What follows belongs to an exercise in optimizing a design on an open flow for a short achievable clock period and few clock cycles; a production flow would make more cautious choices. In this exercise RTL edits were held to simulation tests only and were not proved equivalent to the original. No activity file was given, so power comes from the tool's default toggle rates.

==> inputs of 07-15 <==
==> flow/design.v <==
`timescale 1ns / 1ps
module Muliti_CPU (
	input clk,
	input reset,
	input MIO_ready,
	input [31:0] Data_in,
	output mem_w,
	output CPU_MIO,
	output [31:0] Addr_out,
	output [31:0] Data_out );
	reg [31:0] addr_q;
	reg        memw_q;
	reg [31:0] dout_q;
	reg        mode_mem;     
	reg [31:0] pc_f;         
	reg        f_fail;       
	reg [31:0] f_ret;        
	reg        ld_en;        
	reg [4:0]  ld_rd;
	reg        wb_en;        
	reg [4:0]  wb_rd;
	reg [31:0] wbq;
	assign Addr_out = addr_q;
	assign mem_w    = memw_q;
	assign Data_out = dout_q;
	assign CPU_MIO  = 1'b1;
	reg        rv;
	reg [31:0] ir;
	reg [31:1] selA, selB;   
	reg [31:0] pcr;          
	reg [31:0] pcr4;         
	reg        r_pt;         
	reg        r_pret;       
	reg [31:0] r_ptgt;       
	reg        bt_v   [0:7];
	reg [26:0] bt_tag [0:7];
	reg [29:0] bt_tgt [0:7];
	reg [31:0] link_q;       
	reg        bu_set, bu_clr;    
	reg [2:0]  bu_idx;
	reg [26:0] bu_tag;
	reg [29:0] bu_tgt;
	reg        xv;
	reg [31:0] A, B, O2;     
	reg [4:0]  x_rs, x_rt;
	reg        x_o2reg;      
	reg [31:0] pcx4;
	reg [31:0] btgt;
	reg [15:0] x_imm;
	reg        x_add, x_sub, x_and, x_or, x_xor, x_nor, x_sltu, x_srl, x_lui, x_jal;
	reg        x_we;         
	reg [4:0]  x_dst;
	reg        x_lw, x_sw;
	reg        x_br, x_bne, x_pred;    
	reg        x_jr;                   
	reg        x_jrp;                  
	reg [31:0] x_ptgt;                 
	reg [2:0]  x_bidx;                 
	reg [31:0] R [1:31];
	reg [31:1] rvld;         
	integer i;
	wire [31:0] sum  = A + O2;
	wire [32:0] diff = {1'b0, A} + {1'b0, ~O2} + 33'd1;
	reg [31:0] xres;
	always @* begin
		xres = 32'b0;
		if (x_add)  xres = xres | sum;
		if (x_sub)  xres = xres | diff[31:0];
		if (x_and)  xres = xres | (A & O2);
		if (x_or)   xres = xres | (A | O2);
		if (x_xor)  xres = xres | (A ^ O2);
		if (x_nor)  xres = xres | ~(A | O2);
		if (x_sltu) xres = xres | {31'b0, ~diff[32]};
		if (x_srl)  xres = xres | {1'b0, B[31:1]};
		if (x_lui)  xres = xres | {x_imm, 16'b0};
		if (x_jal)  xres = xres | pcx4;
	end
	wire x_act   = xv && !mode_mem;
	wire x_wr    = x_act && x_we;
	wire x_eq    = (A == B);
	wire x_taken = x_bne ? ~x_eq : x_eq;
	wire x_bad   = x_br && (x_taken != x_pred);
	wire x_rbad  = x_jrp && (A != x_ptgt);
	wire x_redir = x_act && (x_bad || x_jr || x_rbad);
	wire x_mem   = x_act && (x_lw || x_sw);
	wire xs_sum  = x_act && (x_lw || x_sw || x_jr || x_rbad);
	wire xs_bt   = x_act && x_br && !x_pred && x_taken;
	wire xs_bn   = x_act && x_br && x_pred && !x_taken;
	wire [5:0] op  = ir[31:26];
	wire [5:0] fn  = ir[5:0];
	wire [4:0] rs  = ir[25:21];
	wire [4:0] rt  = ir[20:16];
	wire [4:0] rd  = ir[15:11];
	wire r_r     = (op == 6'h00);
	wire r_jr    = r_r && (fn == 6'h08);
	wire r_lw    = (op == 6'h23);
	wire r_sw    = (op == 6'h2B);
	wire r_beq   = (op == 6'h04);
	wire r_bne   = (op == 6'h05);
	wire r_jal   = (op == 6'h03);
	wire r_addi  = (op == 6'h08);
	wire r_andi  = (op == 6'h0C);
	wire r_ori   = (op == 6'h0D);
	wire r_xori  = (op == 6'h0E);
	wire r_sltiu = (op == 6'h0B);
	wire r_lui   = (op == 6'h0F);
	wire r_br    = r_beq | r_bne;
	wire f_sub  = r_r && (fn == 6'h22);
	wire f_and  = r_r && (fn == 6'h24);
	wire f_or   = r_r && (fn == 6'h25);
	wire f_xor  = r_r && (fn == 6'h26);
	wire f_nor  = r_r && (fn == 6'h27);
	wire f_sltu = r_r && (fn == 6'h2B);
	wire f_srl  = r_r && (fn == 6'h02);
	wire d_and  = f_and | r_andi;
	wire d_or   = f_or | r_ori;
	wire d_xor  = f_xor | r_xori;
	wire d_sltu = f_sltu | r_sltiu;
	wire d_add  = ~(f_sub | d_and | d_or | d_xor | f_nor | d_sltu | f_srl | r_lui | r_jal);
	wire       r_wr_rd = r_r && !r_jr;
	wire       r_wr_rt = r_addi | r_andi | r_ori | r_xori | r_sltiu | r_lui;
	wire [4:0] r_dst   = r_jal ? 5'd31 : (r_wr_rd ? rd : rt);
	wire       r_we    = (r_wr_rd | r_wr_rt | r_jal) && (r_dst != 5'd0);
	wire [31:0] imm32 = {{16{ir[15]}}, ir[15:0]};
	wire ldfA = wb_en && (wb_rd == rs);
	wire ldfB = wb_en && (wb_rd == rt);
	reg [31:0] rA, rB;
	always @* begin
		rA = ldfA ? wbq : 32'b0;
		rB = ldfB ? wbq : 32'b0;
		for (i = 1; i < 32; i = i + 1) begin
			rA = rA | ((selA[i] && rvld[i] && !ldfA) ? R[i] : 32'b0);
			rB = rB | ((selB[i] && rvld[i] && !ldfB) ? R[i] : 32'b0);
		end
	end
	wire hitA = x_wr && (x_dst == rs);
	wire hitB = x_wr && (x_dst == rt);
	wire [31:0] A_next = hitA ? xres : rA;
	wire [31:0] B_next = hitB ? xres : rB;
	wire ldA  = x_act && x_lw && (x_dst == rs) && (rs != 5'd0);
	wire r_sp     = r_br && !r_pt && ir[15];                  
	wire r_predt  = r_br && (r_pt | ir[15]);                  
	wire r_jrgo   = r_jr && !r_pret && (rt == 5'd0) && !ldA;   
	wire [31:0] r_btgt = pcr4 + {imm32[29:0], 2'b00};
	wire r_act    = rv && !mode_mem && !x_redir;
	wire r_go_t   = r_sp;                                      
	wire r_go_n   = r_pt && !r_br && !r_jr;                    
	wire r_go     = rv && !mode_mem && (r_go_t || r_go_n || r_jrgo);
	wire r_redir  = r_go && !x_redir;
	wire [31:0] r_tgt = r_jrgo ? A_next : (r_go_t ? r_btgt : pcr4);
	wire [31:0] w    = Data_in;
	wire [5:0]  wop  = w[31:26];
	wire [31:0] pcf4 = addr_q + 32'd4;
	wire        w_j  = (wop == 6'h02) | (wop == 6'h03);
	wire        w_jal = (wop == 6'h03);
	wire        w_ret = (wop == 6'h00) && (w[5:0] == 6'h08) && (w[25:21] == 5'd31) && (w[20:16] == 5'd0);
	wire [2:0]  f_idx = addr_q[4:2];
	wire        f_hit = bt_v[f_idx] && (bt_tag[f_idx] == addr_q[31:5]);
	wire [31:0] f_next = w_j ? {pcf4[31:28], w[25:0], 2'b00} :
	                     w_ret ? link_q :
	                     f_hit ? {bt_tgt[f_idx], 2'b00} : pcf4;
	wire [31:0] pcf_next = r_go ? r_tgt : (f_fail ? f_ret : f_next);
	wire [31:0] addr_next = xs_sum ? sum : (xs_bt ? btgt : (xs_bn ? pcx4 : pcf_next));
	reg  [31:1] selA_f, selB_f;
	always @* begin
		for (i = 1; i < 32; i = i + 1) begin
			selA_f[i] = (w[25:21] == i);
			selB_f[i] = (w[20:16] == i);
		end
	end
	always @(posedge clk or posedge reset) begin
		if (reset) begin
			addr_q   <= 32'b0;
			memw_q   <= 1'b0;
			mode_mem <= 1'b0;
			wb_en    <= 1'b0;
			f_fail   <= 1'b0;
			rv       <= 1'b0;
			xv       <= 1'b0;
			link_q   <= 32'b0;
		end else begin
			if (mode_mem) begin
				wb_en <= MIO_ready && ld_en && (ld_rd != 5'd0);
				if (MIO_ready) begin
					mode_mem <= 1'b0;
					memw_q   <= 1'b0;
					addr_q   <= pc_f;
				end
			end else begin
				wb_en  <= x_wr;
				addr_q <= addr_next;
				if (x_mem) begin
					mode_mem <= 1'b1;
					memw_q   <= x_sw;
				end
				rv <= MIO_ready && !f_fail && !(x_redir || r_redir);
				if (f_fail)
					f_fail <= 1'b0;
				else if (!MIO_ready && !x_redir && !r_go)
					f_fail <= 1'b1;
				if (MIO_ready && !f_fail && w_jal && !(x_redir || r_redir)) link_q <= pcf4;
				xv <= rv && !x_redir;
			end
		end
	end
	always @(posedge clk) begin
		if (mode_mem) begin
			wb_rd <= ld_rd;
			wbq   <= Data_in;
			if (ld_en && ld_rd != 5'd0) begin
				if (ld_rd == x_rs) A <= Data_in;
				if (ld_rd == x_rt) B <= Data_in;
				if (ld_rd == x_rt && x_o2reg) O2 <= Data_in;
			end
		end else begin
			wb_rd <= x_dst;
			wbq   <= xres;
			pc_f  <= pcf_next;
			if (x_mem) begin
				dout_q <= B;
				ld_en  <= x_lw;
				ld_rd  <= x_dst;
			end
			if (!f_fail) f_ret <= addr_q;
			ir     <= w;
			selA   <= selA_f;
			selB   <= selB_f;
			pcr    <= addr_q;
			pcr4   <= pcf4;
			r_pt   <= f_hit && !w_j && !w_ret;
			r_pret <= w_ret;
			r_ptgt <= link_q;
			A       <= A_next;
			B       <= B_next;
			O2      <= r_r ? B_next : imm32;
			x_rs    <= rs;
			x_rt    <= rt;
			x_o2reg <= r_r;
			pcx4    <= pcr4;
			btgt    <= r_btgt;
			x_imm   <= ir[15:0];
			x_add   <= d_add;
			x_sub   <= f_sub;
			x_and   <= d_and;
			x_or    <= d_or;
			x_xor   <= d_xor;
			x_nor   <= f_nor;
			x_sltu  <= d_sltu;
			x_srl   <= f_srl;
			x_lui   <= r_lui;
			x_jal   <= r_jal;
			x_we    <= r_we;
			x_dst   <= r_lw ? rt : r_dst;
			x_lw    <= r_lw;
			x_sw    <= r_sw;
			x_br    <= r_br;
			x_bne   <= r_bne;
			x_pred  <= r_predt;
			x_jr    <= r_jr && !r_jrgo && !r_pret;
			x_jrp   <= r_jr && r_pret;
			x_ptgt  <= r_ptgt;
			x_bidx  <= pcr[4:2];
		end
	end
	always @(posedge clk or posedge reset) begin
		if (reset) begin
			rvld <= 31'b0;
		end else begin
			for (i = 1; i < 32; i = i + 1)
				if (wb_en && wb_rd == i) rvld[i] <= 1'b1;
		end
	end
	always @(posedge clk) begin
		for (i = 1; i < 32; i = i + 1)
			if (wb_en && wb_rd == i) R[i] <= wbq;
	end
	always @(posedge clk or posedge reset) begin
		if (reset) begin
			for (i = 0; i < 8; i = i + 1) bt_v[i] <= 1'b0;
			bu_set <= 1'b0;
			bu_clr <= 1'b0;
		end else begin
			if (bu_set) bt_v[bu_idx] <= 1'b1;
			else if (bu_clr) bt_v[bu_idx] <= 1'b0;
			bu_set <= 1'b0;
			bu_clr <= 1'b0;
			if (!mode_mem) begin
				if (x_act && x_br) begin
					bu_clr <= x_bad && !x_taken;
				end else begin
					bu_set <= r_act && r_go_t;
					bu_clr <= r_act && r_go_n;
				end
			end
		end
	end
	always @(posedge clk) begin
		if (bu_set) begin
			bt_tag[bu_idx] <= bu_tag;
			bt_tgt[bu_idx] <= bu_tgt;
		end
		if (!mode_mem) begin
			if (x_act && x_br) begin
				bu_idx <= x_bidx;
			end else begin
				bu_idx <= pcr[4:2];
				bu_tag <= pcr[31:5];
				bu_tgt <= r_btgt[31:2];
			end
		end
	end
endmodule
==> flow/flow/run.sh <==
#!/bin/bash
# The standard layout (the standard.sh: standard synthesis and the ORFS
# steps) with changes to how it is made only; constraints and clock period
# are unchanged:
#  - the port buffers that buffer_ports inserts are buf_6 cells rather than
#    the smallest buffer (a slow delay cell).
set -euo pipefail
MARGIN=${MARGIN:-6.8}
bash standard.sh SETUP_SLACK_MARGIN=$MARGIN SKIP_GATE_CLONING=1 \
  "BUFFER_PORTS_ARGS=-buffer_cell sky130_fd_sc_hd__buf_6" \
  finish > standard_make.log 2>&1
==> flow/standard.sh <==
#!/bin/bash
# synth_recipe.tcl (not shown) runs the flow's synth.tcl, then flattens the netlist and writes it again
# the make line also repeats each setting of config.mk as NAME=value (left out here)
make -C /OpenROAD-flow-scripts/flow DESIGN_CONFIG=/design/flow/config.mk WORK_HOME=/design/flow/orfs CLKGATE_MAP_FILE= SYNTH_SCRIPT=/design/flow/synth_recipe.tcl "${@:-finish}"
==> flow/config.mk <==
export PLATFORM = sky130hd
export DESIGN_NAME = Muliti_CPU
export DESIGN_NICKNAME = Muliti_CPU
export VERILOG_FILES = /design/flow/design.v
export SDC_FILE = /design/flow/constraint.sdc
export NUM_CORES = 4
export LEC_CHECK = 0
export ABC_CLOCK_PERIOD_IN_PS = 2500
export CAP_MARGIN = 30
export CORE_MARGIN = 2
export CORE_UTILIZATION = 30
export PLACE_DENSITY = 0.5
export SLEW_MARGIN = 30
==> flow/constraint.sdc <==
create_clock -name core_clock -period 11.0 [get_ports {clk}]
set_input_delay 2.2000 -clock core_clock [delete_from_list [all_inputs] [get_ports {clk}]]
set_output_delay 2.2000 -clock core_clock [all_outputs]
set_load 0.01 [all_outputs]
==> inputs of 10-20, as changes to 07-15 <==
--- a/flow/design.v
+++ b/flow/design.v
@@ -56,5 +56,6 @@
 	reg        x_jrp;                  
 	reg [31:0] x_ptgt;                 
-	reg [2:0]  x_bidx;                 
+	reg [2:0]  x_bidx;
+	reg [26:0] x_btag;                 
 	reg [31:0] R [1:31];
 	reg [31:1] rvld;         
@@ -125,13 +126,15 @@
 	wire ldfA = wb_en && (wb_rd == rs);
 	wire ldfB = wb_en && (wb_rd == rt);
-	reg [31:0] rA, rB;
+	reg [31:0] rA_raw, rB_raw;    
 	always @* begin
-		rA = ldfA ? wbq : 32'b0;
-		rB = ldfB ? wbq : 32'b0;
+		rA_raw = 32'b0;
+		rB_raw = 32'b0;
 		for (i = 1; i < 32; i = i + 1) begin
-			rA = rA | ((selA[i] && rvld[i] && !ldfA) ? R[i] : 32'b0);
-			rB = rB | ((selB[i] && rvld[i] && !ldfB) ? R[i] : 32'b0);
+			rA_raw = rA_raw | ((selA[i] && rvld[i]) ? R[i] : 32'b0);
+			rB_raw = rB_raw | ((selB[i] && rvld[i]) ? R[i] : 32'b0);
 		end
 	end
+	wire [31:0] rA = ldfA ? wbq : rA_raw;
+	wire [31:0] rB = ldfB ? wbq : rB_raw;
 	wire hitA = x_wr && (x_dst == rs);
 	wire hitB = x_wr && (x_dst == rt);
@@ -261,4 +264,5 @@
 			x_ptgt  <= r_ptgt;
 			x_bidx  <= pcr[4:2];
+			x_btag  <= pcr[31:5];
 		end
 	end
@@ -288,4 +292,5 @@
 				if (x_act && x_br) begin
 					bu_clr <= x_bad && !x_taken;
+					bu_set <= x_bad && x_taken;
 				end else begin
 					bu_set <= r_act && r_go_t;
@@ -303,4 +308,6 @@
 			if (x_act && x_br) begin
 				bu_idx <= x_bidx;
+				bu_tag <= x_btag;
+				bu_tgt <= btgt[31:2];
 			end else begin
 				bu_idx <= pcr[4:2];
--- a/flow/flow/run.sh
+++ b/flow/flow/run.sh
@@ -6,5 +6,5 @@
 #    the smallest buffer (a slow delay cell).
 set -euo pipefail
-MARGIN=${MARGIN:-6.8}
+MARGIN=${MARGIN:-7.3}
 bash standard.sh SETUP_SLACK_MARGIN=$MARGIN SKIP_GATE_CLONING=1 \
   "BUFFER_PORTS_ARGS=-buffer_cell sky130_fd_sc_hd__buf_6" \
--- a/flow/config.mk
+++ b/flow/config.mk
@@ -6,5 +6,5 @@
 export NUM_CORES = 4
 export LEC_CHECK = 0
-export ABC_CLOCK_PERIOD_IN_PS = 2500
+export ABC_CLOCK_PERIOD_IN_PS = 1800
 export CAP_MARGIN = 30
 export CORE_MARGIN = 2
==> notes.md <==
metric                                                                07-15                      10-20
Result of the run                                            finished clean             finished clean
Post-CTS Resized                                                        237                        460
Slowest cell on crit path                          sky130_fd_sc_hd__nand4_1  sky130_fd_sc_hd__o211ai_1
Avg Synthesized Cell Area                                        14.2 sq um                 14.0 sq um
DP Wirelength                                                     279000 um                  287000 um
Final std cells w/o fill                                              11540                      11933
Cell total after placement                                            10878                      11166
Critical Path Fanout Max                                                 18                         39
Post-synth cell types                                                    93                         84
Flip-flop and latch area                                        64900 sq um                65800 sq um
Worst path arrival time                                             5.05 ns                    4.95 ns
PnR Total Power                                                     35.2 mW                    37.6 mW
#FFs+latches synth                                                     2191                       2218
Multiplexer fraction of the synthesized cell area                     4.28%                      4.47%
Seq cells                                                              2191                       2218
Total of clock buffers placed in the layout                             289                        309
Worst-case reg-to-reg path depth                                         15                         13
Testbench counts of 07-15, summed over its fixed seeds: cycles 71,639.
Testbench counts of 10-20, summed over its fixed seeds: cycles 69,748.

## static timing again, ports no longer ideal
The flow's constraints put no driver on any port. The routed layouts listed below were extracted and timed again, unchanged, in two steps.
Step 1 (the two cells are an assumption about what drives the block):
set clk [get_ports {clk}]
set_driving_cell -lib_cell sky130_fd_sc_hd__clkbuf_16 $clk
set_driving_cell -lib_cell sky130_fd_sc_hd__buf_2 [delete_from_list [all_inputs] $clk]
Step 2 times the ports against the registers' clock, not the clock port: input delays grow and output delays shrink by t, the midpoint of the rising clock arrivals with the driver on.
a / b / c = ideal / step 1 / step 2; a / b = the first two.
run	t (ns)	setup slack, ns	hold WS [ns]	clock arrival spread, ns	worst slew at a driven data input, ns
07-15	1.021	6.722 / 6.722 / 5.862	0.400 / 0.400 / 0.400	0.087 / 0.086	0.23
10-20	1.032	6.757 / 6.757 / 5.911	0.418 / 0.418 / 0.418	0.200 / 0.200	0.23
After both steps setup and hold are still met in every run listed. For 07-15, which loses most, drivers alone change the setup slack by 0.000 ns; drivers and shift together by -0.860 ns.
